From an optimization exercise on the open Yosys and OpenROAD flow, aimed at small area; shortcuts taken in it are not production practice.
For this run, only the layout was checked, not whether the RTL still works.
Power is estimated from default activity; no workload was simulated.

### flow/design.v
module oneshot(clk, rst, bt, bt_trig);
parameter WIDTH = 1;
input clk, rst;
input [WIDTH-1:0] bt;
reg [WIDTH-1:0] bt_reg;
output reg [WIDTH-1:0] bt_trig;
always @(negedge rst or posedge clk) begin
    if(!rst) begin
        bt_reg <= {WIDTH{1'b0}};
        bt_trig <= {WIDTH{1'b0}};
      end
      else begin
        bt_reg <= bt;
        bt_trig <= bt & ~ bt_reg;
      end
   end
   endmodule
module clockHz(clk, rst, dip, clk1, tick);   
	input	clk, rst;
	input[1:0] dip;
	output	clk1;
	output	tick;       
	reg [24:0] cnt_clk1;
	reg	clk1;
	reg [24:0] hz;
always @(posedge clk or negedge rst) begin
if(!rst) begin
    hz <= 25'd1000;      
    end
    else if(cnt_clk1 == 0) begin
    case(dip)
    2'b00 : hz <= 25'd1000;
    2'b01 : hz <= 25'd100;
    2'b10 : hz <= 25'd10;
    2'b11 : hz <= 25'd5;
    endcase
	end
	end
	always @ (posedge clk or negedge rst) begin
		if(!rst) begin
			cnt_clk1 <= 0;
			clk1		<= 0;
		end
		else if (cnt_clk1 == hz)	begin   
			cnt_clk1 <= 0;
			clk1		<= ~clk1;
		end
		else
			cnt_clk1 <= cnt_clk1 + 1'b1;
	end
	assign tick = (cnt_clk1 == hz) & ~clk1;
endmodule
module second(clk, en, rst, w_m, sec_10, sec1);
	input 	clk, en, rst;
	output 	[3:0] sec_10, sec1;
	output	w_m;        
	reg		[3:0] sec_10, sec1;
	always @(posedge clk or negedge rst)
		if(!rst) begin
			sec1 		<= 4'b0;
			sec_10	<= 4'd0;
		end
		else if(en) begin
		if(sec_10 == 4'd5 && sec1 == 4'd9) begin  
			sec1		<= 4'd0;
			sec_10	<= 4'd0;
		end
		else if(sec1 == 4'd9) begin
			sec1 		<= 4'd0;
			sec_10	    <= sec_10 + 4'd1;
		end
		else begin
			sec1 		<= sec1 + 4'd1;
			sec_10	<= sec_10;
		end
		end
	assign w_m = en && sec_10 == 4'd5 && sec1 == 4'd9;
endmodule
module minute	(
					  clk,
					  w_m,
					  rst,
					  w_h,
					  min_10,
					  min1 );
	input			clk;
	input			rst;
	input			w_m;        
	output		w_h;            
	output		[3:0] min_10, min1;
	reg			[3:0] min_10, min1;
	always @ ( posedge clk or negedge rst ) begin
		if(!rst) begin
			min1 	<= 4'd0;
			min_10	<= 4'd0;
		end
		else if (w_m) begin
		if (min_10 == 4'd5 && min1 == 4'd9) begin  
			min1	<= 4'd0;
			min_10	<= 4'd0;
		end
		else if (min1 == 4'd9) begin
			min1 	<= 4'd0;
			min_10	<= min_10 + 4'd1;
		end
		else begin
			min1 	<= min1 + 4'd1;
			min_10	<= min_10;
		end
		end
	end
	assign w_h = w_m && min_10 == 4'd5 && min1 == 4'd9;
endmodule
module	hour	(
						clk,
						w_h,
						rst,
						hplus,
						hour_10,
						hour1 );
	input				clk;
	input				rst;
	input				w_h;        
	input                  hplus;   
	output			[3:0] hour_10, hour1;
	reg				[3:0] hour_10,hour1;
	always @ (posedge clk or negedge rst) begin
		if(!rst) begin
			hour1 <= 4'd0;
			hour_10	<= 4'd0;
		end
		else if (w_h || hplus) begin
		if ( hour1 == 9 ) begin
			hour1 <= 4'd0;
			hour_10   <= hour_10 + 4'd1;
		end
		else if ( hour_10 == 2 && hour1 == 3 ) begin   
			hour1 	<= 4'd0;
			hour_10	<= 4'd0;
		end
				else if (hplus) begin
			hour1 <= hour1 + 4'd1;
			hour_10 <= hour_10;
		end
			else  begin
			hour1 <= hour1 + 2'd1;
			hour_10 <= hour_10;
		end
		end
	end
endmodule
module hourbt( clk, rst, bt, hplus);    
input clk, rst;
input bt;
output hplus;
wire bt_trig;
oneshot #(.WIDTH(1))  O1(clk, rst, bt, bt_trig);   
assign hplus = bt_trig;
     endmodule
module daynight(clk, rst, hour_10, hour1, daynight);  
input clk;
input rst;
input	[3:0] hour_10, hour1;
output daynight;             
reg daynight;        
always @(posedge clk or negedge rst)
    if(!rst)
    daynight <= 1'b1;
    else begin
    if( hour_10 == 0 && hour1 >= 8)
    daynight <= 1'b0;    
    else if ( hour_10 == 2 && hour1 >= 3)
    daynight <= 1'b1;   
    end
    endmodule
module	clock (                                   
					clk,rst,
					dip,                        
					bt,                         
					hour_10, hour1,
					min_10, min1,
					sec_10, sec1,
					daynight);                  
	input				clk, rst;
	input           [1:0] dip;
	input            bt;
	output			[3:0] hour_10, hour1, min_10, min1, sec_10, sec1;
	output daynight;
	wire				w_m, w_h;   
	wire				clk1;
	wire				tick;       
	wire[3:0]               hour_10, hour1;
	wire hplus;
	clockHz		U0 (
							  .clk		(clk),
							  .rst		(rst),
							  .dip       (dip),
							  .clk1		(clk1),
							  .tick		(tick) );
	second			U1 (
							  .clk		(clk),
							  .en		(tick),
							  .rst		(rst),
							  .w_m		(w_m),
							  .sec_10	(sec_10),
							  .sec1		(sec1) );
	minute			U2 (
							  .clk		(clk),
							  .w_m		(w_m),
							  .rst		(rst),
							  .w_h		(w_h),
							  .min_10	(min_10),
							  .min1		(min1) );
	hour				U3 (
							  .clk		(clk),
							  .w_h		(w_h),
							  .rst		(rst),
							 .hplus  (hplus),
							  .hour_10	(hour_10),
							  .hour1		(hour1) );
    hourbt             U4 ( .clk       (clk),
	                        .rst       (rst),
	                        .bt        (bt),
	                        .hplus     (hplus)   );
	daynight  U5 (
	                      .clk (clk),
	                      .rst (rst),
	                      .hour_10  (hour_10),
	                      .hour1    (hour1),
	                      .daynight (daynight) );
endmodule
module statework( rst, clk, 
                    daynight, st, bt_manual,
                led_red, led_yellow, led_green, led_left,
                led_walk_red, led_walk_green);
input clk;
input rst;
input daynight;              
input [7:0] bt_manual;       
wire [7:0] bt_trig;
oneshot #(.WIDTH(8)) O2(clk, rst, bt_manual, bt_trig);  
parameter stateA1 = 4'b0000;
parameter stateB = 4'b0001;
parameter stateC = 4'b0010;
parameter stateD = 4'b0011;
parameter stateE1 = 4'b0100;
parameter stateF = 4'b0101;
parameter stateG = 4'b0110;
parameter stateH = 4'b0111;
parameter stateA2 = 4'b1000;         
parameter stateE2 = 4'b1100;         
output [3:0] st;             
output [3:0] led_red;
output [3:0] led_yellow;
output [3:0] led_green;
output [3:0] led_left;
output [3:0] led_walk_red;
output [3:0] led_walk_green;               
reg [3:0] led_red;
reg [3:0] led_yellow;
reg [3:0] led_green;
reg [3:0] led_left;
reg [3:0] led_walk_red;
reg [3:0] led_walk_green;                
reg [31:0] cnt_1h;               
reg [31:0] cnt_circle;           
reg [31:0] daynight_circle;      
reg [3:0] st;            
reg [3:0] st2;
reg [7:0] bt_trig_t;     
wire clk_1h;
wire clk_flicker;
 always @ (negedge rst or posedge clk)
 begin
    if(!rst) begin
        cnt_1h <= 0;
        cnt_circle <= 0 ;
        daynight_circle <= 80;           
        bt_trig_t <= 1'b0;  
        end
           else if( bt_trig_t >= 8'b00000001 && cnt_circle == 4) begin       
    case(bt_trig_t)                                              
    8'b00000001 : begin
                    cnt_circle <= 0;
                    bt_trig_t <= 8'b00000000;
                    end
    8'b00000010 : begin
                  cnt_circle <= 0;
                  bt_trig_t <= 8'b00000000;
                  end
    8'b00000100 : begin
                  cnt_circle <= 0;
                  bt_trig_t <= 8'b00000000;
                  end
    8'b00001000 : begin
                  cnt_circle <= 0;
                  bt_trig_t <= 8'b00000000;
                  end
    8'b00010000 : begin
                  cnt_circle <= 0;
                  bt_trig_t <= 8'b00000000;
                  end
    8'b00100000 : begin 
                  cnt_circle <= 0;
                  bt_trig_t <= 8'b00000000;
                  end
    8'b01000000 : begin 
                  cnt_circle <= 0;
                  bt_trig_t <= 8'b00000000;
                  end
    8'b10000000 : begin 
                  cnt_circle <= 0;
                  bt_trig_t <= 8'b00000000;
    end
    endcase
end
    else 
        if(cnt_1h >= 250) begin   
           cnt_1h <= 0;
          cnt_circle <= cnt_circle + 1;     
           end
           else  if(bt_trig >= 8'b00000001)  begin
                   daynight_circle <= 120;           
                      cnt_1h <= 0;
                  cnt_circle <= 0;                   
                     bt_trig_t <= bt_trig;           
                   end
      else
        if(cnt_circle >= daynight_circle + 1) begin
            cnt_circle <= 0;
             if( daynight == 0)              
                    daynight_circle <= 40;
             else if (daynight == 1)         
                    daynight_circle <= 80;
            end
     else 
          cnt_1h <= cnt_1h + 1;      
    end
    assign clk_1h = (cnt_1h >= 250) ? 1 : 0;    
 assign clk_flicker = (cnt_1h <= 125) ? 0 : 1;  
always @(posedge clk or negedge rst) begin
    if(!rst)  begin 
  st <= stateB;          
  st2 <= stateB;
    end
         else if( bt_trig_t >= 8'b00000001 && cnt_circle == 4) begin     
    case(bt_trig_t)
    8'b00000001 : begin
                    st <= stateA1;
                    end
    8'b00000010 : begin
                    st <= stateB;
                  end
    8'b00000100 : begin
                    st <= stateC;
                  end
    8'b00001000 : begin
                    st <= stateD;
                  end
    8'b00010000 : begin
                    st <= stateE1;
                  end
    8'b00100000 : begin 
                     st <= stateF;
                  end
    8'b01000000 : begin 
                    st <= stateG;
                  end
    8'b10000000 : begin 
                    st <= stateH;
    end
    endcase
end
     else  if(bt_trig >= 8'b00000001)  begin
    st2 <= st;         
    end
     else if((clk_1h == 1'b1) && ( cnt_circle == daynight_circle)) begin     
    case(daynight)
    0 :   
        case(st2)                   
        stateA1  :st2 <= stateD;        
        stateD  : st2 <= stateF;
        stateF  : st2 <= stateE1;
        stateE1 : st2 <= stateG;
        stateG  : st2 <= stateE2;
        stateE2 : st2 <= stateA1;
        default : st2 <= stateA1;
    endcase
    1:  
        case(st2)
        stateB  : st2 <= stateA1;
        stateA1 : st2 <= stateC;
        stateC  : st2 <= stateA2;
        stateA2 : st2 <= stateE1;
        stateE1  : st2 <= stateH;       
       default : st2 <= stateB;
        endcase
    endcase 
  st <= st2;
end
end
 always @(negedge rst or posedge clk)
 begin
    if(!rst)
        begin
            led_red <= 4'b0000;
            led_green <= 4'b0000;
            led_yellow <= 4'b0000;
            led_walk_red <= 4'b0000;
            led_walk_green <= 4'b0000;
            led_left <= 4'b0000;
         end
        else
            case(st)         
                stateA1 : 
                    begin
                    if(cnt_circle <= ((daynight_circle)/2) )     
                        begin   
                        led_red <= 4'b0101;
                        led_green <= 4'b1010;
                        led_yellow <= 4'b0000;
                        led_left <= 4'b0000;
                        end
                    else
                        begin                                
                        led_red <= 4'b0101;
                        led_green <= 4'b0000;
                        led_yellow <= 4'b1010;
                        led_left <= 4'b0000;
                        end
                    if(cnt_circle <= ((daynight_circle)/2))  
                        begin
                        led_walk_red <= 4'b1010;
                        led_walk_green <= 4'b0101;
                        end
                    else if(cnt_circle <= (daynight_circle))         
                        begin
                        led_walk_red <= 4'b1010;
                        led_walk_green <= {1'b0, ~clk_flicker, 1'b0,~clk_flicker};
                        end
                     else
                        begin  
                        led_walk_red <= 4'b1111;
                        led_walk_green <= 4'b0000;
                        end
                  end
                   stateA2 : 
                    begin
                    if(cnt_circle <= ((daynight_circle)/2))
                        begin   
                        led_red <= 4'b0101;
                        led_green <= 4'b1010;
                        led_yellow <= 4'b0000;
                        led_left <= 4'b0000;
                        end
                    else
                        begin   
                        led_red <= 4'b0101;
                        led_green <= 4'b0000;
                        led_yellow <= 4'b1010;
                        led_left <= 4'b0000;
                        end
                    if(cnt_circle <= ((daynight_circle)/2))
                        begin
                        led_walk_red <= 4'b1010;
                        led_walk_green <= 4'b0101;
                        end
                    else if(cnt_circle <= daynight_circle)
                        begin
                        led_walk_red <= 4'b1010;
                        led_walk_green <= {1'b0, ~clk_flicker, 1'b0,~clk_flicker};
                        end
                     else
                        begin  
                        led_walk_red <= 4'b1111;
                        led_walk_green <= 4'b0000;
                        end
                  end
                   stateB : 
                    begin
                    if(cnt_circle <= ((daynight_circle)/2))
                        begin   
                        led_red <= 4'b0111;
                        led_green <= 4'b1000;
                        led_yellow <= 4'b0000;
                        led_left <= 4'b1000;
                        end
                    else
                        begin   
                        led_red <= 4'b0111;
                        led_green <= 4'b0000;
                        led_yellow <= 4'b1000;
                        led_left <= 4'b0000;
                        end
                    if(cnt_circle <= ((daynight_circle)/2))
                        begin
                        led_walk_red <= 4'b1110;
                        led_walk_green <= 4'b0001;
                        end
                    else if(cnt_circle <= daynight_circle)
                        begin
                        led_walk_red <= 4'b1110;
                        led_walk_green <= {3'b000, ~clk_flicker};
                        end
                     else
                        begin
                        led_walk_red <= 4'b1111;
                        led_walk_green <= 4'b0000;
                        end
                   end
                      stateC : 
                    begin
                    if(cnt_circle <= ((daynight_circle)/2))
                        begin   
                        led_red <= 4'b1101;
                        led_green <= 4'b0010;
                        led_yellow <= 4'b0000;
                        led_left <= 4'b0010;
                        end
                    else
                        begin   
                        led_red <= 4'b1101;
                        led_green <= 4'b0000;
                        led_yellow <= 4'b0010;
                        led_left <= 4'b0000;
                        end
                    if(cnt_circle <= ((daynight_circle)/2))
                        begin
                        led_walk_red <= 4'b1011;
                        led_walk_green <= 4'b0100;
                        end
                    else if(cnt_circle <= daynight_circle)
                        begin
                        led_walk_red <= 4'b1011;
                        led_walk_green <= {1'b0, ~clk_flicker, 2'b00};
                        end
                     else
                        begin
                        led_walk_red <= 4'b1111;
                        led_walk_green <= 4'b0000;
                        end
                  end
                     stateD : 
                    begin
                    if(cnt_circle <= ((daynight_circle)/2))
                        begin   
                        led_red <= 4'b0101;
                        led_green <= 4'b0000;
                        led_yellow <= 4'b0000;
                        led_left <= 4'b1010;
                        end
                    else
                        begin   
                        led_red <= 4'b0101;
                        led_green <= 4'b0000;
                        led_yellow <= 4'b1010;
                        led_left <= 4'b0000;
                        end
                    if(cnt_circle <= ((daynight_circle)/2))
                        begin
                        led_walk_red <= 4'b1111;
                        led_walk_green <= 4'b0000;
                        end
                    else if(cnt_circle <= daynight_circle)
                        begin
                        led_walk_red <= 4'b1111;
                        led_walk_green <= 4'b0000;
                        end
                     else
                        begin
                        led_walk_red <= 4'b1111;
                        led_walk_green <= 4'b0000;
                        end
               end
                     stateE1 : 
                    begin
                    if(cnt_circle <= ((daynight_circle)/2))
                        begin   
                        led_red <= 4'b1010;
                        led_green <= 4'b0101;
                        led_yellow <= 4'b0000;
                        led_left <= 4'b0000;
                        end
                    else
                        begin   
                        led_red <= 4'b1010;
                        led_green <= 4'b0000;
                        led_yellow <= 4'b0101;
                        led_left <= 4'b0000;
                        end
                    if(cnt_circle <= ((daynight_circle)/2))
                        begin
                        led_walk_red <= 4'b0101;
                        led_walk_green <= 4'b1010;
                        end
                    else if(cnt_circle <= daynight_circle)
                        begin
                        led_walk_red <= 4'b0101;
                        led_walk_green <= {~clk_flicker,1'b0,~clk_flicker, 1'b0};
                        end
                     else
                        begin
                        led_walk_red <= 4'b1111;
                        led_walk_green <= 4'b0000;
                        end
               end
                     stateE2 : 
                    begin
                    if(cnt_circle <= ((daynight_circle)/2))
                        begin   
                        led_red <= 4'b1010;
                        led_green <= 4'b0101;
                        led_yellow <= 4'b0000;
                        led_left <= 4'b0000;
                        end
                    else
                        begin   
                        led_red <= 4'b1010;
                        led_green <= 4'b0000;
                        led_yellow <= 4'b0101;
                        led_left <= 4'b0000;
                        end
                    if(cnt_circle <= ((daynight_circle)/2))
                        begin
                        led_walk_red <= 4'b0101;
                        led_walk_green <= 4'b1010;
                        end
                    else if(cnt_circle <= daynight_circle)
                        begin
                        led_walk_red <= 4'b0101;
                        led_walk_green <= {~clk_flicker,1'b0,~clk_flicker, 1'b0};
                        end
                     else
                        begin
                        led_walk_red <= 4'b1111;
                        led_walk_green <= 4'b0000;
                        end
               end
                     stateF : 
                    begin
                    if(cnt_circle <= ((daynight_circle)/2))
                        begin   
                        led_red <= 4'b1011;
                        led_green <= 4'b0100;
                        led_yellow <= 4'b0000;
                        led_left <= 4'b0100;
                        end
                    else
                        begin   
                        led_red <= 4'b1011;
                        led_green <= 4'b0000;
                        led_yellow <= 4'b0100;
                        led_left <= 4'b0100;
                        end
                    if(cnt_circle <= ((daynight_circle)/2))
                        begin
                        led_walk_red <= 4'b0111;
                        led_walk_green <= 4'b1000;
                        end
                    else if(cnt_circle <= daynight_circle)
                        begin
                        led_walk_red <= 4'b0111;
                        led_walk_green <= {~clk_flicker,3'b000};
                        end
                     else
                        begin
                        led_walk_red <= 4'b1111;
                        led_walk_green <= 4'b0000;
                        end
               end
                     stateG : 
                    begin
                    if(cnt_circle <= ((daynight_circle)/2))
                        begin   
                        led_red <= 4'b1110;
                        led_green <= 4'b0001;
                        led_yellow <= 4'b0000;
                        led_left <= 4'b0001;
                        end
                    else
                        begin   
                        led_red <= 4'b1110;
                        led_green <= 4'b0000;
                        led_yellow <= 4'b0001;
                        led_left <= 4'b0000;
                        end
                    if(cnt_circle <= ((daynight_circle)/2))
                        begin
                        led_walk_red <= 4'b1101;
                        led_walk_green <= 4'b0010;
                        end
                    else if(cnt_circle <= daynight_circle)
                        begin
                        led_walk_red <= 4'b1101;
                        led_walk_green <= {2'b00, ~clk_flicker, 1'b0};
                        end
                     else
                        begin
                        led_walk_red <= 4'b1111;
                        led_walk_green <= 4'b0000;
                        end
               end  
                     stateH : 
                    begin
                    if(cnt_circle <= ((daynight_circle)/2))
                        begin   
                        led_red <= 4'b1010;
                        led_green <= 4'b0000;
                        led_yellow <= 4'b0000;
                        led_left <= 4'b0101;
                        end
                    else
                        begin   
                        led_red <= 4'b1010;
                        led_green <= 4'b0000;
                        led_yellow <= 4'b0101;
                        led_left <= 4'b0000;
                        end
                    if(cnt_circle <= ((daynight_circle)/2))
                        begin
                        led_walk_red <= 4'b1111;
                        led_walk_green <= 4'b0000;
                        end
                    else if(cnt_circle <= daynight_circle)
                        begin
                        led_walk_red <= 4'b1111;
                        led_walk_green <= 4'b0000;
                        end
                     else
                        begin
                        led_walk_red <= 4'b1111;
                        led_walk_green <= 4'b0000;
                        end
               end
               default :
                    begin
                    led_red <= 4'b0000;
                    led_green <= 4'b0000;
                    led_yellow <= 4'b0000;
                    led_walk_red <= 4'b0000;
                    led_walk_green <= 4'b0000;                 
                    end
               endcase
 end
 endmodule
module lcdstate(clk, rst, st, state2);   
input clk, rst;
input [3:0] st;
output [3:0] state2;
parameter stateA1 = 4'b0000;
parameter stateB = 4'b0001;
parameter stateC = 4'b0010;
parameter stateD = 4'b0011;
parameter stateE1 = 4'b0100;
parameter stateF = 4'b0101;
parameter stateG = 4'b0110;
parameter stateH = 4'b0111;
parameter stateA2 = 4'b1000;
parameter stateE2 = 4'b1100;
reg [3:0] state2;
always @(posedge clk or negedge rst) begin
    if(!rst)
        state2 <= 4'b0010;
     else begin
        case(st)
            stateA1 : state2 <= 4'b0001;
            stateA2 : state2 <= 4'b0001;
            stateB  : state2 <= 4'b0010;
            stateC  : state2 <= 4'b0011;
            stateD  : state2 <= 4'b0100;
            stateE1 : state2 <= 4'b0101;
            stateE2 : state2 <= 4'b0101;
            stateF  : state2 <= 4'b0110;
            stateG  : state2 <= 4'b0111;
            stateH  : state2 <= 4'b1000;
        endcase
        end
   end 
 endmodule           
module LCD(clk, rst,
            hour_10, hour1, min_10, min1, sec_10, sec1,
            daynight, state2,
                LCD_RS, LCD_RW, LCD_DATA, LED_out);
input rst, clk;
input [3:0] hour_10, hour1, min_10, min1, sec_10, sec1;
input daynight;
input [3:0] state2;
output LCD_RS, LCD_RW;
output reg[7:0] LCD_DATA;
output reg[7:0] LED_out;
reg LCD_RS, LCD_RW;
reg [2:0] state;
parameter DELAY = 3'b000;
parameter FUNCTION_SET = 3'b001;
parameter ENTRY_MODE   = 3'b010;
parameter DISP_ONOFF   = 3'b011;
parameter LINE1        = 3'b100;
parameter LINE2        = 3'b101; 
parameter DELAY_T      = 3'b110; 
parameter CLEAR_DISP   = 3'b111;
reg[31:0] cnt;
parameter state2A = 4'b0001;
parameter state2B = 4'b0010;
parameter state2C = 4'b0011;
parameter state2D = 4'b0100;
parameter state2E = 4'b0101;
parameter state2F = 4'b0110;
parameter state2G = 4'b0111;
parameter state2H = 4'b1000;
always @(posedge clk or negedge rst)
begin
    if(!rst)
        begin
        {state, cnt} <= {DELAY, 32'd0};
        LED_out <= 8'b1000_0000;
        end
    else begin
        case(state)
            DELAY : begin
                LED_out <= 8'b1000_0000;
                if(cnt == 70) {state, cnt} <= {FUNCTION_SET, 32'd0};
                else cnt <= cnt + 1;
            end
            FUNCTION_SET : begin
                LED_out <= 8'b0100_0000;
                if(cnt == 30) {state, cnt} <= {DISP_ONOFF, 32'd0};
                else cnt <= cnt + 1;
            end
            DISP_ONOFF : begin
                LED_out <= 8'b0010_0000;
                if(cnt == 30) {state, cnt} <= {ENTRY_MODE, 32'd0};
                else cnt <= cnt + 1;
            end
            ENTRY_MODE : begin
                LED_out <= 8'b0001_0000;
                if(cnt == 30) {state, cnt} <= {LINE1, 32'd0};
                else cnt <= cnt + 1;
            end
            LINE1 : begin
                LED_out <= 8'b0000_1000;
                if(cnt == 20) {state, cnt} <= {LINE2, 32'd0};
                else cnt <= cnt + 1;
            end
            LINE2 : begin
                LED_out <= 8'b0000_0100;
                if(cnt == 20) {state, cnt} <= {DELAY_T, 32'd0};
                else cnt <= cnt + 1;
            end
            DELAY_T : begin
                LED_out <= 8'b0000_0010;
                if(cnt == 80) {state, cnt} <= {CLEAR_DISP, 32'd0};
                else cnt <= cnt + 1;
            end
            CLEAR_DISP : begin
                LED_out <= 8'b0000_0001;
                if(cnt == 5) {state, cnt} <= {LINE1, 32'd0};
                else cnt <= cnt + 1;
            end
            default : state <= DELAY;
         endcase
     end
  end
always @(posedge clk or negedge rst)
begin
    if(!rst)
        {LCD_RS, LCD_RW, LCD_DATA} <= 10'b1_1_00000000;
    else begin
        case(state)
            FUNCTION_SET : 
                {LCD_RS, LCD_RW, LCD_DATA} <= 10'b0_0_0011_1000;
            DISP_ONOFF :
                {LCD_RS, LCD_RW, LCD_DATA} <= 10'b0_0_0000_1100;
            ENTRY_MODE :
                {LCD_RS, LCD_RW, LCD_DATA} <= 10'b0_0_0000_0110;
            LINE1 :
                begin
                    case(cnt)
            00 : {LCD_RS, LCD_RW, LCD_DATA} <= 10'b0_0_1000_0000;           
            01 : {LCD_RS, LCD_RW, LCD_DATA} <= 10'b1_0_0101_0100;            
            02 : {LCD_RS, LCD_RW, LCD_DATA} <= 10'b1_0_0110_1001;            
            03 : {LCD_RS, LCD_RW, LCD_DATA} <= 10'b1_0_0110_1101;           
            04 : {LCD_RS, LCD_RW, LCD_DATA} <= 10'b1_0_0110_0101;           
            05 : {LCD_RS, LCD_RW, LCD_DATA} <= 10'b1_0_0010_0000;         
            06 : {LCD_RS, LCD_RW, LCD_DATA} <= 10'b1_0_0011_1010;           
            07 : {LCD_RS, LCD_RW, LCD_DATA} <= 10'b1_0_0010_0000;           
            08 : case(hour_10)                                       
            4'd0 :{LCD_RS, LCD_RW, LCD_DATA} <= 10'b1_0_0011_0000;
            4'd1 :{LCD_RS, LCD_RW, LCD_DATA} <= 10'b1_0_0011_0001;
            4'd2 :{LCD_RS, LCD_RW, LCD_DATA} <= 10'b1_0_0011_0010;
            4'd3 :{LCD_RS, LCD_RW, LCD_DATA} <= 10'b1_0_0011_0011;
            4'd4 :{LCD_RS, LCD_RW, LCD_DATA} <= 10'b1_0_0011_0100;
            4'd5 :{LCD_RS, LCD_RW, LCD_DATA} <= 10'b1_0_0011_0101;
            4'd6 :{LCD_RS, LCD_RW, LCD_DATA} <= 10'b1_0_0011_0110;
            4'd7 :{LCD_RS, LCD_RW, LCD_DATA} <= 10'b1_0_0011_0111;
            4'd8 :{LCD_RS, LCD_RW, LCD_DATA} <= 10'b1_0_0011_1000;
            4'd9 :{LCD_RS, LCD_RW, LCD_DATA} <= 10'b1_0_0011_1001;
            endcase
            09 :case(hour1) 
            4'd0 :{LCD_RS, LCD_RW, LCD_DATA} <= 10'b1_0_0011_0000;
            4'd1 :{LCD_RS, LCD_RW, LCD_DATA} <= 10'b1_0_0011_0001;
            4'd2 :{LCD_RS, LCD_RW, LCD_DATA} <= 10'b1_0_0011_0010;
            4'd3 :{LCD_RS, LCD_RW, LCD_DATA} <= 10'b1_0_0011_0011;
            4'd4 :{LCD_RS, LCD_RW, LCD_DATA} <= 10'b1_0_0011_0100;
            4'd5 :{LCD_RS, LCD_RW, LCD_DATA} <= 10'b1_0_0011_0101;
            4'd6 :{LCD_RS, LCD_RW, LCD_DATA} <= 10'b1_0_0011_0110;
            4'd7 :{LCD_RS, LCD_RW, LCD_DATA} <= 10'b1_0_0011_0111;
            4'd8 :{LCD_RS, LCD_RW, LCD_DATA} <= 10'b1_0_0011_1000;
            4'd9 :{LCD_RS, LCD_RW, LCD_DATA} <= 10'b1_0_0011_1001;
            endcase        
            10 : {LCD_RS, LCD_RW, LCD_DATA} <= 10'b1_0_0011_1010;          
            11 : {LCD_RS, LCD_RW, LCD_DATA} <= {6'b1_0_0011,min_10};       
            12 : {LCD_RS, LCD_RW, LCD_DATA} <= {6'b1_0_0011,min1};         
            13 : {LCD_RS, LCD_RW, LCD_DATA} <= 10'b1_0_0011_1010;          
            14 : {LCD_RS, LCD_RW, LCD_DATA} <= {6'b1_0_0011, sec_10};      
            15 : {LCD_RS, LCD_RW, LCD_DATA} <= {6'b1_0_0011, sec1};        
            16 : {LCD_RS, LCD_RW, LCD_DATA} <= 10'b1_0_0010_0000;
            default : {LCD_RS, LCD_RW, LCD_DATA} <= 10'b1_0_0010_0000;
         endcase
     end
            LINE2 :
            begin
            case(daynight)
            0:
                    case(cnt)
            00 : {LCD_RS, LCD_RW, LCD_DATA} <= 10'b0_0_1100_0000;
            01 : {LCD_RS, LCD_RW, LCD_DATA} <= 10'b1_0_0101_0011;  
            02 : {LCD_RS, LCD_RW, LCD_DATA} <= 10'b1_0_0111_0100;  
            03 : {LCD_RS, LCD_RW, LCD_DATA} <= 10'b1_0_0110_0001;  
            04 : {LCD_RS, LCD_RW, LCD_DATA} <= 10'b1_0_0101_0100;  
            05 : {LCD_RS, LCD_RW, LCD_DATA} <= 10'b1_0_0110_0101;  
            06 : {LCD_RS, LCD_RW, LCD_DATA} <= 10'b1_0_0010_0000; 
            07 : {LCD_RS, LCD_RW, LCD_DATA} <= 10'b1_0_0011_1010;  
            08 : {LCD_RS, LCD_RW, LCD_DATA} <= 10'b1_0_0010_0000; 
            09 : {LCD_RS, LCD_RW, LCD_DATA} <= {6'b1_0_0100, state2} ;  
            10 : {LCD_RS, LCD_RW, LCD_DATA} <= 10'b1_0_0010_0000;
            11 : {LCD_RS, LCD_RW, LCD_DATA} <= 10'b1_0_0010_1000; 
            12 : {LCD_RS, LCD_RW, LCD_DATA} <= 10'b1_0_0100_0100; 
            13 : {LCD_RS, LCD_RW, LCD_DATA} <= 10'b1_0_0110_0001; 
            14 : {LCD_RS, LCD_RW, LCD_DATA} <= 10'b1_0_0111_1001; 
            15 : {LCD_RS, LCD_RW, LCD_DATA} <= 10'b1_0_0010_1001; 
            16 : {LCD_RS, LCD_RW, LCD_DATA} <= 10'b1_0_0010_0000;
            default : {LCD_RS, LCD_RW, LCD_DATA} <= 10'b1_0_0010_0000;
         endcase
          1:
                    case(cnt)
            00 : {LCD_RS, LCD_RW, LCD_DATA} <= 10'b0_0_1100_0000;
            01 : {LCD_RS, LCD_RW, LCD_DATA} <= 10'b1_0_0101_0011;   
            02 : {LCD_RS, LCD_RW, LCD_DATA} <= 10'b1_0_0111_0100;   
            03 : {LCD_RS, LCD_RW, LCD_DATA} <= 10'b1_0_0110_0001;   
            04 : {LCD_RS, LCD_RW, LCD_DATA} <= 10'b1_0_0101_0100;   
            05 : {LCD_RS, LCD_RW, LCD_DATA} <= 10'b1_0_0110_0101;   
            06 : {LCD_RS, LCD_RW, LCD_DATA} <= 10'b1_0_0010_0000; 
            07 : {LCD_RS, LCD_RW, LCD_DATA} <= 10'b1_0_0011_1010;   
            08 : {LCD_RS, LCD_RW, LCD_DATA} <= 10'b1_0_0010_0000; 
            09 : {LCD_RS, LCD_RW, LCD_DATA} <= {6'b1_0_0100, state2} ;  
            10 : {LCD_RS, LCD_RW, LCD_DATA} <= 10'b1_0_0010_1000;   
            11 : {LCD_RS, LCD_RW, LCD_DATA} <= 10'b1_0_0100_1110;   
            12 : {LCD_RS, LCD_RW, LCD_DATA} <= 10'b1_0_0110_1001;   
            13 : {LCD_RS, LCD_RW, LCD_DATA} <= 10'b1_0_0110_0111;   
            14 : {LCD_RS, LCD_RW, LCD_DATA} <= 10'b1_0_0110_1000;   
            15 : {LCD_RS, LCD_RW, LCD_DATA} <= 10'b1_0_0111_0100;   
            16 : {LCD_RS, LCD_RW, LCD_DATA} <= 10'b1_0_0010_1001;   
            default : {LCD_RS, LCD_RW, LCD_DATA} <= 10'b1_0_0010_0000;
         endcase
         endcase
     end
            DELAY_T : 
                {LCD_RS, LCD_RW, LCD_DATA} <= 10'b0_0_0000_0010;
            CLEAR_DISP :
                {LCD_RS, LCD_RW, LCD_DATA} <= 10'b0_0_0000_0001;
            default :
                {LCD_RS, LCD_RW, LCD_DATA} <= 10'b1_1_0000_0000;
         endcase
      end
   end
  endmodule    
module traffic( rst, clk,
                    dip, bt,
                    bt_manual,
                led_red, led_yellow, led_green, led_left,
                led_walk_red, led_walk_green,
                LCD_RS, LCD_RW,
                LCD_DATA, LED_out);
input rst;
input clk;
input [1:0] dip;
input bt;
input [7:0] bt_manual;
output [3:0] led_red;
output [3:0] led_yellow;
output [3:0] led_green;
output [3:0] led_left;
output [3:0] led_walk_red;
output [3:0] led_walk_green;          
output LCD_RS, LCD_RW;
output [7:0] LCD_DATA;
output [7:0] LED_out;
wire rstn;
assign rstn = ~rst;
wire [3:0] hour_10, hour1, min_10, min1, sec_10, sec1;   
wire daynight;           
wire [3:0] st;           
wire [3:0] state2;       
	clock			TIME(
						.clk		(clk),
						.rst		(rstn),
						.dip        (dip),
						.bt         (bt),
						.sec_10	    (sec_10),
						.sec1		(sec1),
						.min_10	    (min_10),
						.min1		(min1),
						.hour_10	(hour_10),
						.hour1	    (hour1),
						.daynight   (daynight) );
   statework      SWK(
            .clk                    (clk),
            .rst                    (rstn),
            .daynight               (daynight),
            .st                     (st),
            .bt_manual              (bt_manual),
            .led_red                (led_red),
            .led_yellow             (led_yellow),
            .led_green              (led_green),
            .led_left               (led_left),
            .led_walk_red           (led_walk_red),
            .led_walk_green         (led_walk_green) );
  lcdstate       lcdstate(
                    .clk        (clk),
                    .rst        (rstn),
                    .st         (st),
                    .state2     (state2)    );          
    LCD             LCD(
                      .clk          (clk),
                      .rst          (rstn),
                      .hour_10      (hour_10),
                      .hour1        (hour1),
                      .min_10       (min_10),
                      .min1         (min1),
                      .sec_10       (sec_10),
                      .sec1         (sec1),
                      .daynight     (daynight),
                      .state2           (state2),
                                            .LCD_RS       (LCD_RS),
                      .LCD_RW       (LCD_RW),
                      .LCD_DATA     (LCD_DATA),
                      .LED_out      (LED_out)   );
 endmodule
### flow/run.sh
#!/bin/bash
# synth_recipe.tcl (not shown) runs the flow's synth.tcl, then flattens the netlist and writes it again
# the make line also repeats each setting of config.mk as NAME=value (left out here)
make -C /OpenROAD-flow-scripts/flow DESIGN_CONFIG=/design/flow/config.mk WORK_HOME=/design/flow/orfs CLKGATE_MAP_FILE= SYNTH_SCRIPT=/design/flow/synth_recipe.tcl finish
### flow/config.mk
export PLATFORM = sky130hd
export DESIGN_NAME = traffic
export DESIGN_NICKNAME = traffic
export VERILOG_FILES = /design/flow/design.v
export SDC_FILE = /design/flow/constraint.sdc
export NUM_CORES = 4
export LEC_CHECK = 0
export CAP_MARGIN = 20
export CORE_MARGIN = 2
export CORE_UTILIZATION = 40
export SLEW_MARGIN = 20
### flow/constraint.sdc
create_clock -name core_clock -period 10.0 [get_ports {clk}]
set_input_delay 2.0000 -clock core_clock [delete_from_list [all_inputs] [get_ports {clk}]]
set_output_delay 2.0000 -clock core_clock [all_outputs]
set_load 0.01 [all_outputs]
==> notes.md <==
Die X=181 um; Slowest-stage cell, CP=buf_4; Flop pwr share=0.461; FF-to-FF Start=SWK.cnt_circle[8]$_DFFE_PP0P_; remaining antenna violation count=0; CTS hold repair buffers=0; clk_skew=0.0105 ns; Achievable Freq=241 MHz; die height=181 um; WL/cell=16.0 um; setup_tns=0 ns; Comb power frac=0.104; crit-path max FO=112; Synth Cell Area=12500 um^2; Worst Path Class, Setup=primary input to async pin; Max stage delay on crit path=0.76 ns; register area share after synthesis=0.476; Boundary Pins=55; max-slew violation count=0; gr usage total=0.175; largest registers=LCD.cnt x32, SWK.cnt_1h x32, SWK.cnt_circle x32; largest net degree at the start of global routing=113; Synth top area share=0.453; clock tree buffer depth=3; power density cells=168 nW/um^2; Pre-Repair DR Iteration Count=5; # Post-CTS Setup Buffers=0; Yosys reg bits=238; PortBufs=54; Root Buffer=clkbuf_16; sw power=0.629 mW; Netlist cell types=88; standard-cell rows=64; Syn Inst Count=1339; cell taking the most area after synthesis=dfrtp_1; Vias per Instance=5.50; CORE AREA=30700 um^2; Syn Nets=1386; Detail Placement HPWL=19600 um; syn_area_per_cell=9.36 um^2; nets@finish=1415; share of cells above drive strength 1=0.0712; normalized max-slew margin=0.325; final setup fails=0; number of clock sinks=238; ANT cells=0; final hold viol count=0; area occupied by multi-input gates=6090 um^2; RSZ-0062 raised after global routing=false; Synth warnings=10; DP Worst Slack=5.15 ns; Primary FF master, synth=dfrtp_1; Synth area leaders=dfrtp_1 45%, nor2_1 4.8%, xnor2_1 3.7%; hold path start=SWK.O2.bt_reg[4]$_DFF_PP0_; initial antenna violation count=0; FILL cells=2928; CP Cell Sequence=clkdlybuf4s50_1 > inv_8 > buf_4 > buf_4; fin crit period=4.15 ns; EDFF count, synth=0; Final WS setup=5.85 ns; Starting DRT DRC Count=802; Layout area overhead=14.3%; routed via count=9820; outcome=timing/DRC/antenna clean; Starting Density=0.408; CP endpoint kind=async pin; Sequential Area=5970 um^2; die area=32800 um^2; CTS tree=yes; CTS resizes=0; worst path required time=10.56 ns; clk slew on worst S/H paths=0.06 ns; Clk pwr share=0.436; fin crit share=0.415; worst vdd ir=120 uV; Tot Pwr=2.40 mW; Remaining DRCs=0; Crit path top cell by count=buf_4; Inserted Clock Buffers=28; arrival time at the worst endpoint=4.71 ns; Static Leak=5.98 nW; worst hold slack=0.392 ns; drt total wl=28500 um; first-pass GRT wire length=48400 um; Internal Pwr Total=1.78 mW; post-synthesis async set-or-reset flop share=1.00; Crit. Startpoint=rst; Clock Latency Late Sink=0.55 ns; htree depth=1; worst-margin pin slew=0.987 ns; Max Cap Violations=0; total gr overflow=0; Worst setup SP type=primary input; Sw Ratio=0.262; GPL Wtd Cong=0.884; worst hold path class=flip-flop to flip-flop; vias in the first global route=9582
## per-layer routing
metal | vias up | global-route usage | wire length [um]
met4 | 0 | 0.0420 | 485
met2 | 213 | 0.275 | 12700
li1 | 4801 | - | -
met1 | 4759 | 0.256 | 14100
met3 | 47 | 0.0262 | 1280
met5 | - | 0 | 0
## power groups by stage
stage | sequential, mW | combinational [mW] | clock, mW
2_1_floorplan | 1.08 | 0.233 | 0
3_3_place_gp | 1.12 | 0.245 | 0
3_5_place_dp | 1.12 | 0.251 | 0
4_1_cts | 1.11 | 0.253 | 1.07
5_1_grt | 1.12 | 0.286 | 1.12
6_report | 1.11 | 0.250 | 1.05
## path summary, 6_finish.rpt
check / endpoint / slack [ns] / depth (start not counted)
max in group core_clock: LCD_RS / 6.40 / 1
hold / removal: SWK.O2.bt_trig[4]$_DFF_PP0_ / 0.39 / 1
setup / recovery: LCD.cnt[10]$_DFF_PP0_ / 5.85 / 4
hold reg to reg: SWK.O2.bt_trig[4]$_DFF_PP0_ / 0.39 / 1
setup reg to reg: SWK.cnt_circle[27]$_DFFE_PP0P_ / 6.49 / 7
min in group asynchronous: SWK.led_green[2]$_DFF_PP0_ / 2.03 / 2
## synth_stat cells (5+ instances only)
master,n
nor2_1,161
a221oi_1,6
or4_1,5
o211ai_1,10
or2_2,5
dfrtp_1,227
or3_1,11
dfstp_2,11
and2_1,13
o21a_1,7
buf_1,7
and4_1,8
buf_2,5
o41ai_1,5
nand3_1,52
xnor2_1,53
and3_1,24
a41oi_1,5
nand2b_1,12
nand2_1,123
ha_1,34
a211oi_1,8
clkbuf_1,44
nor2b_1,41
mux2i_1,8
nor4_1,33
inv_1,53
nor3_1,21
xor2_1,47
o21ai_0,73
a31oi_1,18
o31ai_1,8
o22ai_1,10
nand4_1,46
a21oi_1,57
## placed cells by master (no fill, tap or decap), drive strengths merged, types with 6 or more instances in the layout
cell and instances:
xnor2 53, ha 34, clkbuf 42, clkdlybuf4s50 54, or2 6, nand2 124, mux2 6, o21a 7
and4 8, mux2i 8, inv 53, xor2 47, buf 7, and3 24, nand4 47, a221oi 6
a31oi 18, or3 15, nor4 35, nand2b 13, nand3 52, a211oi 9, or4 7, nor2 161
nor3 23, o21ai 76, a21oi 57, o22ai 10, nor2b 41, dfstp 11, o31ai 8, and2 13
dfrtp 227, o211ai 10, clkinv 7
## cells by family (layout without fill, tap and decap cells)
family / Yosys count / after routing / synth area share
xor+xnor: 100 / 100 / 0.0699
compound gates: 259 / 259 / 0.136
buf+inv: 116 / 167 / 0.0382
flops: 238 / 238 / 0.476
fa+ha+maj: 34 / 34 / 0.0339
mux: 14 / 14 / 0.0118
simple gates: 578 / 578 / 0.234
## critical path: cells and delay by family
family   cells  cell delay (ns)
buf+inv      4             2.56
## per-stage QoR
stage          instances  utilization  cell area (um^2)
2_1_floorplan       1339            -             12500
3_3_place_gp        1734        0.434             13400
3_5_place_dp        1734        0.434             13400
4_1_cts             1786        0.466             14300
5_1_grt             1786        0.466             14300
6_report            1786        0.466             14300
## cell type report
class                      count  area share
tap                          396      0.0346
clock buffer                  42      0.0575
timing repair buffer          61      0.0414
clock inverter                10     0.00970
multi-input combinational    985       0.425
inverter                      54      0.0147
sequential                   238       0.417

afterwards: timing with drivers on the ports:
The flow's constraints put no driver on any port. The routed layout listed below was extracted and timed again, unchanged, in two steps. Step 1, drivers: a clkbuf_16 drives clk and a buf_2 each remaining input, both assumed. Step 2 adds t to the input delays and takes it off the output delays; t is the mean of the earliest and latest rising clock arrival at the registers after step 1. Input paths then give back, and output paths get back, about the clock's delay inside the block. Slacks: ideal ports / drivers / drivers and shift; pairs: ideal ports / drivers.
shift t [ns]: 0.594
setup WS [ns]: 5.851 / 5.879 / 5.285
worst setup path after step 2: input, reset recovery
worst data-port slew with drivers (ns): 0.04
After both steps this run still meets setup and hold. The setup slack of this run moves by +0.028 ns with the drivers and by -0.566 ns with both steps. Setup slack includes reset recovery checks.
